Background: an optimization exercise with open tools, aiming at small area. Do not read the settings as production practice.
At most, simulation tests tie the RTL to the original design; equivalence was not proved.

== old ==
==> module scrolling, before the edit <==
module scrolling (clock, resetn, we, byteenable, speed_in, val_out);
	input clock, resetn, we;
	input [31:0] speed_in;
	input [3:0] byteenable;
	output [31:0] val_out;
	reg [27:0] speed;
	reg [31:0] count;
	reg [2:0] rot;
	reg rotated;
	wire below;
	tcalc tc (.s(speed), .ch(count[31:4]), .below(below));
	wire [32:0] cy;
	wire [31:0] inc;
	assign cy[0] = 1'b1;
	genvar i;
	generate for (i = 0; i < 32; i = i + 1) begin : ct
		assign inc[i] = count[i] ^ cy[i];
		assign cy[i+1] = count[i] & cy[i];
	end endgenerate
	always @(posedge clock)
		count <= (below & resetn) ? inc : 32'd0;
	always @(posedge clock or negedge resetn) begin
		if (!resetn) begin
			speed <= 28'd50;
			rot <= 3'd0;
			rotated <= 1'b0;
		end else begin
			if (we & byteenable[0]) speed[7:0]   <= speed_in[7:0];
			if (we & byteenable[1]) speed[15:8]  <= speed_in[15:8];
			if (we & byteenable[2]) speed[23:16] <= speed_in[23:16];
			if (we & byteenable[3]) speed[27:24] <= speed_in[27:24];
			rotated <= ~below;
			rot <= rot + {2'b00, rotated};
		end
	end
	genvar k;
	generate for (k = 0; k < 8; k = k + 1) begin : dig
		wire five = (rot == k) | (rot == ((k + 7) % 8));
		wire ten  = (rot == ((k + 6) % 8));
		assign val_out[4*k+3:4*k] = {ten, five, ten, five};
	end endgenerate
endmodule
export LEC_CHECK = 0
export CAP_MARGIN = 20
export CORE_MARGIN = 2
export CORE_UTILIZATION = 40
export CTS_BUF_LIST = sky130_fd_sc_hd__clkbuf_4
export SLEW_MARGIN = 20
export SYNTH_HIERARCHICAL = 1
export SYNTH_MINIMUM_KEEP_SIZE = 0
create_clock -name core_clock -period 10.0 [get_ports {clock}]
standard.sh (not shown) runs the stock make flow with config.mk's settings and CLKGATE_MAP_FILE= SYNTH_SCRIPT=/design/flow/synth_recipe.tcl, a recipe that flattens the netlist after the stock synthesis.
==> flow/flow/run.sh <==
#!/bin/bash
# Standard layout with plain buf_1 cells as the port buffers and a clock tree
# of clkbuf_4 cells without dummy loads.
set -euo pipefail
bash standard.sh finish "BUFFER_PORTS_ARGS=-buffer_cell sky130_fd_sc_hd__buf_1" \
  "CTS_ARGS=-sink_clustering_enable -repair_clock_nets -buf_list sky130_fd_sc_hd__clkbuf_4 -dont_use_dummy_load" \
  > standard.log 2>&1
## Diff of input files: new against old
diff --git a/flow/design.v b/flow/design.v
--- a/flow/design.v
+++ b/flow/design.v
@@ -17,20 +17,24 @@
 		assign inc[i] = count[i] ^ cy[i];
 		assign cy[i+1] = count[i] & cy[i];
 	end endgenerate
 	always @(posedge clock)
 		count <= (below & resetn) ? inc : 32'd0;
-	always @(posedge clock or negedge resetn) begin
-		if (!resetn) begin
+	always @(posedge clock)
+		if (!resetn)
 			speed <= 28'd50;
-			rot <= 3'd0;
-			rotated <= 1'b0;
-		end else begin
+		else begin
 			if (we & byteenable[0]) speed[7:0]   <= speed_in[7:0];
 			if (we & byteenable[1]) speed[15:8]  <= speed_in[15:8];
 			if (we & byteenable[2]) speed[23:16] <= speed_in[23:16];
 			if (we & byteenable[3]) speed[27:24] <= speed_in[27:24];
+		end
+	always @(posedge clock or negedge resetn) begin
+		if (!resetn) begin
+			rot <= 3'd0;
+			rotated <= 1'b0;
+		end else begin
 			rotated <= ~below;
 			rot <= rot + {2'b00, rotated};
 		end
 	end
 	genvar k;
==> comparison <==
Between old and new, the average vias per placed instance is higher for new.
new vs. old: shortest clock period the worst path allows after layout increased 0.11 ns, register-to-register slack now sits lower, smallest setup slack after layout went down 0.11 ns, core utilization lost 0.37 points, multiplexer area fraction after synthesis decreased by 5.0 points relative to the old numbers.
new vs. old: relative area change from synthesis to final layout fell by 2.8 points; worst clock skew increased by 0.013 ns relative to the old numbers; met2 track utilization from global routing +0.45 points; total track usage increased by 0.60 points relative to the old numbers.
Compared with old, new shows number of non-clock inverters higher by about 14%.
The lower final cycle utilization of the critical path came out of old.
As far as clock-cell share of area is concerned, new and old perform about the same.
Only the layout flow was run in new; the RTL was not checked for function there.

--- another note on this design; it stands on its own ---

## scrolling_avalon_interface
module scrolling_avalon_interface (clock, resetn, write, writedata, read, readdata, byteenable, chipselect, val_out);
	input clock, resetn;
	input read, write, chipselect;
	input [3:0] byteenable;
	input [31:0] writedata;
	output [31:0] readdata;
	output [31:0] val_out;
	wire [31:0] from_reg;
	assign readdata = from_reg;
	assign val_out = from_reg;
	scrolling U1 (.clock(clock), .resetn(resetn), .we(chipselect & write), .byteenable(byteenable),
	              .speed_in(writedata), .val_out(from_reg));
endmodule
clock: 10.0 ns
lec_check: 0
cap_margin: 20
core_margin: 2
core_utilization: 40
cts_buf_list: sky130_fd_sc_hd__clkbuf_4
slew_margin: 20
synth_hierarchical: 1
synth_minimum_keep_size: 0
standard.sh (not shown) runs the stock make flow with config.mk's settings and CLKGATE_MAP_FILE= SYNTH_SCRIPT=/design/flow/synth_recipe.tcl, a recipe that flattens the netlist after the stock synthesis.
==> flow/flow/run.sh <==
#!/bin/bash
# Standard layout with plain buf_1 cells as the port buffers and a clock tree
# of clkbuf_4 cells, larger sink clusters, without dummy loads.
set -euo pipefail
bash standard.sh finish "BUFFER_PORTS_ARGS=-buffer_cell sky130_fd_sc_hd__buf_1" \
  "CTS_ARGS=-sink_clustering_enable -repair_clock_nets -buf_list sky130_fd_sc_hd__clkbuf_4 -dont_use_dummy_load -sink_clustering_size 32 -sink_clustering_max_diameter 150" \
  > standard.log 2>&1
The first run completed without violations.
Edit:
==> flow/flow/run.sh (replaced) <==
#!/bin/bash
# Standard layout, with plain buf_1 cells as the port buffers.
set -euo pipefail
bash standard.sh finish "BUFFER_PORTS_ARGS=-buffer_cell sky130_fd_sc_hd__buf_1" > standard.log 2>&1
Result: Clock-buffer cell count rose by 3. Final area increases by 1.4%. Critical path depth rises by 1. Setup slack is better by 0.020 ns. Area after synthesis does not change.

========
Another version of the RTL of scrolling_avalon_interface (not shown whole).
Size in the first run: about 64 flip-flops, about 110 I/O pins.
Settings: LEC_CHECK=0, CAP_MARGIN=20, CORE_MARGIN=2, CORE_UTILIZATION=40, CTS_BUF_LIST=sky130_fd_sc_hd__clkbuf_4 sky130_fd_sc_hd__clkbuf_2, SLEW_MARGIN=20; clock period 10.0 ns.
==> flow/flow/run.sh <==
#!/bin/bash
# Standard layout without Yosys's early generic abc pass, with plain buf_1 port buffers.
set -euo pipefail
bash standard.sh finish SYNTH_ARGS=-noabc "BUFFER_PORTS_ARGS=-buffer_cell sky130_fd_sc_hd__buf_1" > standard.log 2>&1
Next try:
==> flow/flow/run.sh (replaced) <==
#!/bin/bash
# Standard layout, with plain buf_1 cells as the port buffers.
set -euo pipefail
bash standard.sh finish "BUFFER_PORTS_ARGS=-buffer_cell sky130_fd_sc_hd__buf_1" > standard.log 2>&1
=>
- The new run finished with timing, DRC and antenna clean
- die area increases slightly
- worst setup slack gets worse by 80 ps
- area after synthesis increases slightly
- core utilization decreases by 0.37 points
- global-route usage decreases by 0.26 points
- non-clock buffer count decreases by 1
- via count barely changes

separate check: timing with driven ports:
Ports are ideal in the flow. The routed layouts listed here were re-timed in OpenROAD. Step 1 sets driving cells, clkbuf_16 on the clock port and buf_2 on the other inputs (assumed; they add their load-dependent delay and slew). Step 2 moves the port delays by t, midway between the first and last clock arrival at a register: inputs arrive t later, outputs are due t later. That takes back most of the time a late clock gives input paths. Three values: ideal ports, drivers, drivers and shift; two values: the first two.
run | shift t [ns] | slack for setup (ns) | worst hold slack (ns) | worst setup path at the end | slew at the worst register clock pin (ns)
old | 0.460 | 1.053 / 1.053 / 1.053 | 0.436 / 0.436 / 0.436 | register to register | 0.11 / 0.11
new | 0.456 | 0.946 / 0.946 / 0.946 | 0.424 / 0.424 / 0.424 | register to register | 0.12 / 0.12
the first run of note 2 | 0.460 | 1.053 / 1.053 / 1.053 | 0.436 / 0.436 / 0.436 | register to register | 0.11 / 0.11
the second run of note 2 | 0.466 | 1.073 / 1.073 / 1.073 | 0.437 / 0.437 / 0.437 | register to register | 0.11 / 0.11
the first run of note 3 | 0.468 | 1.115 / 1.115 / 1.115 | 0.491 / 0.491 / 0.491 | register to register | 0.11 / 0.11
the second run of note 3 | 0.472 | 1.034 / 1.034 / 1.034 | 0.489 / 0.489 / 0.489 | register to register | 0.13 / 0.13
After both steps every run listed still meets setup and hold.
